Context: an optimization exercise on an open-source flow, tuned for small area, a short achievable clock period and few clock cycles per item. The choices shown serve that exercise and are no tape-out recipe.

==> inputs of run a <==
// ysyx_22040228multiplier
module ysyx_22040228multiplier (
    input  wire        clk,
    input  wire        rst,
    input  wire        mult_ready,
    input  wire [7:0]  inst_opcode,
    input  wire [63:0] mult_op1,
    input  wire [63:0] mult_op2,
    output wire [63:0] product_val,
    output wire        mult_finish
);
clock: 6.5 ns
lec_check: 0
cap_margin: 20
core_margin: 2
core_utilization: 40
place_density: 0.6
slew_margin: 20
run.sh (not shown) runs the stock make flow with config.mk's settings and CLKGATE_MAP_FILE= SYNTH_SCRIPT=/design/flow/synth_recipe.tcl, a recipe that flattens the netlist after the stock synthesis.
==> run b (differences from run a) <==
Settings changed: SETUP_SLACK_MARGIN set to 2.5, TNS_END_PERCENT set to 100.
==> comparison table <==
| metric | run b | run a |
|---|---|---|
| GP Congestion | 1.02 | 1.04 |
| Sequential share of cell area | 0.0885 | 0.105 |
| Number of multi-input logic gates | 2669 | 2662 |
| Clock tree buffer count of the final layout | 20 | 22 |
| Result of the run | complete, no violations | complete, no violations |
| FF/Latch Area | 0.00328 mm^2 | 0.00326 mm^2 |
| Met3 WL | 10100 um | 8780 um |
| Overall track demand over capacity in global routing | 0.321 | 0.288 |
| Fraction of layout cells with a size suffix above 1 | 0.306 | 0.107 |
| Register-to-register path setup slack | 0.44 ns | 0.32 ns |
| Layout net count | 4209 | 4010 |
| Number of gates given a new drive strength after cts | 651 | 0 |
| Post-route cell area | 0.0371 mm^2 | 0.0312 mm^2 |
| Met2 Resource Use GR | 0.483 | 0.431 |
No run of this note included a check of the RTL's function; only the layout flow was run.


==> job 1352 <==
Another version of the RTL of ysyx_22040228multiplier (not shown whole).
==> flow/design.v (excerpt) <==
module ysyx_22040228multiplier (
    input  wire        clk,
    input  wire        rst,
    input  wire        mult_ready,
    input  wire [7:0]  inst_opcode,
    input  wire [63:0] mult_op1,
    input  wire [63:0] mult_op2,
    output wire [63:0] product_val,
    output wire        mult_finish
);
make LEC_CHECK=0 CAP_MARGIN=20 CORE_MARGIN=2 CORE_UTILIZATION=40 PLACE_DENSITY=0.6 SETUP_SLACK_MARGIN=1.0 SLEW_MARGIN=20 SYNTH_HIERARCHICAL=1 finish   # period 6.5 ns
==> inputs of job 8123, as changes to job 1352 <==
--- a/flow/design.v
+++ b/flow/design.v
@@ -129,18 +129,18 @@
             fin      <= 1'b0;
         end else if (fin | ~mult_ready) begin
             busy     <= 1'b0;
             stepping <= 1'b0;
             resolve  <= 1'b0;
             fin      <= 1'b0;
         end else begin
             stepping <= stepping & ~is_last;
-            resolve  <= stepping & is_last & lsb;
-            fin      <= resolve | (stepping & is_last & ~lsb);
+            resolve  <= 1'b0;
+            fin      <= stepping & is_last;
         end
     end
     always @(posedge clk) begin
         mc_r   <= mc;
         swap_r <= swap;
         if (start) begin
             o_lo   <= op_mul;
             o_w    <= op_mulw;
@@ -731,34 +731,32 @@
     assign {bco[1], bs[15:8]} = {1'b0, cs_s[15:8]} + {1'b0, cs_c[15:8]};
     assign {bco[2], bs[23:16]} = {1'b0, cs_s[23:16]} + {1'b0, cs_c[23:16]};
     assign {bco[3], bs[31:24]} = {1'b0, cs_s[31:24]} + {1'b0, cs_c[31:24]};
     assign {bco[4], bs[39:32]} = {1'b0, cs_s[39:32]} + {1'b0, cs_c[39:32]};
     assign {bco[5], bs[47:40]} = {1'b0, cs_s[47:40]} + {1'b0, cs_c[47:40]};
     assign {bco[6], bs[55:48]} = {1'b0, cs_s[55:48]} + {1'b0, cs_c[55:48]};
     assign {bco[7], bs[63:56]} = {1'b0, cs_s[63:56]} + {1'b0, cs_c[63:56]};
     assign {bco[8], bs[72:64]} = {1'b0, cs_s[72:64]} + {1'b0, cs_c[72:64]};
-    wire [63:0] hi_al;
     always @(posedge clk) begin
-        v  <= resolve ? {{(W-64){1'b0}}, hi_al} : bs;
-        pc <= resolve ? {NB{1'b0}} : {bco[NB-2:0], 1'b0};
+        v  <= bs;
+        pc <= {bco[NB-2:0], 1'b0};
     end
     ysyx_22040228multiplier_out u_out (
         .v(v), .pc(pc), .last(last_r), .o_lo(o_lo), .o_w(o_w), .o_hi(o_hi),
-        .hi_al(hi_al), .product_val(product_val));
+        .product_val(product_val));
     assign mult_finish = fin;
 endmodule
 module ysyx_22040228multiplier_out (
     input  wire [72:0] v,
     input  wire [8:0] pc,
     input  wire [3:0] last,
     input  wire        o_lo,
     input  wire        o_w,
     input  wire        o_hi,
-    output wire [63:0] hi_al,
     output wire [63:0] product_val
 );
     localparam W = 73;
     localparam NB = 9;
     wire [W-1:0] r;
     wire [NB-1:0] rg, rp, rc;    
     wire ra1 = &v[15:8];
     wire rb1 = &v[15:9];
@@ -930,12 +928,12 @@
             4'd4: hi = ash4;
             4'd5: hi = ash5;
             4'd6: hi = ash6;
             4'd7: hi = ash7;
             4'd8: hi = ash8;
             default: hi = ash0;
         endcase
     end
-    assign hi_al = hi;
-    assign product_val = ({64{o_lo | o_hi}} & r[63:0]) |
-                         ({64{o_w}}  & {{32{r[31]}}, r[31:0]});
+    assign product_val = ({64{o_lo}} & r[63:0]) |
+                         ({64{o_w}}  & {{32{r[31]}}, r[31:0]}) |
+                         ({64{o_hi}} & hi);
 endmodule
==> comparison <==
- In job 1352 the sequential cell count is higher than in job 8123, by 1.
- Against job 8123, the register-to-register slack of job 1352 is lower by 130 ps.
- Against job 8123, the first-iteration DRC count of job 1352 is higher by 9.5%.
- In count of clock-buffer cells in the layout, job 1352 and job 8123 do not differ.
- Of job 8123 and job 1352, job 1352 has the higher via count (gap 4.8%, measured against job 1352).
- Clock skew: job 1352 is lower than job 8123 (2.7 ps).
- In job 1352 the utilization is lower than in job 8123, by 1.9 points.
Function was not checked in any run of this note: the RTL went through the layout flow alone.

-- afterwards: timing with drivers on the ports --
The results above use ideal ports. As a check the final layouts listed here were re-extracted and re-timed, cells and wires unchanged. Step 1, drivers: a clkbuf_16 drives clk and a buf_2 each remaining input, both assumed. Step 2, shift: input delay + t, output delay - t, t = (earliest + latest rising clock arrival at the registers) / 2. This alone moves slack from input paths to output paths. Slacks: ideal ports / drivers / drivers and shift; pairs: ideal ports / drivers.
run	t, ns	setup slack, ns	worst hold slack (ns)	clock arrival spread, ns	worst data-port slew with drivers (ns)
run a	0.504	0.274 / 0.308 / -0.195	0.496 / 0.496 / 0.496	0.014 / 0.015	0.05
run b	0.555	0.439 / 0.439 / 0.397	0.486 / 0.486 / 0.486	0.017 / 0.017	0.05
job 1352	0.526	1.142 / 1.077 / 1.044	0.456 / 0.456 / 0.456	0.018 / 0.018	0.05
job 8123	0.498	0.851 / 0.801 / 0.724	0.449 / 0.449 / 0.449	0.021 / 0.021	0.05
Met with ideal ports but missed after step 2: setup timing in run a. For run a, which loses most, drivers alone change the setup slack by +0.034 ns; drivers and shift together by -0.469 ns.
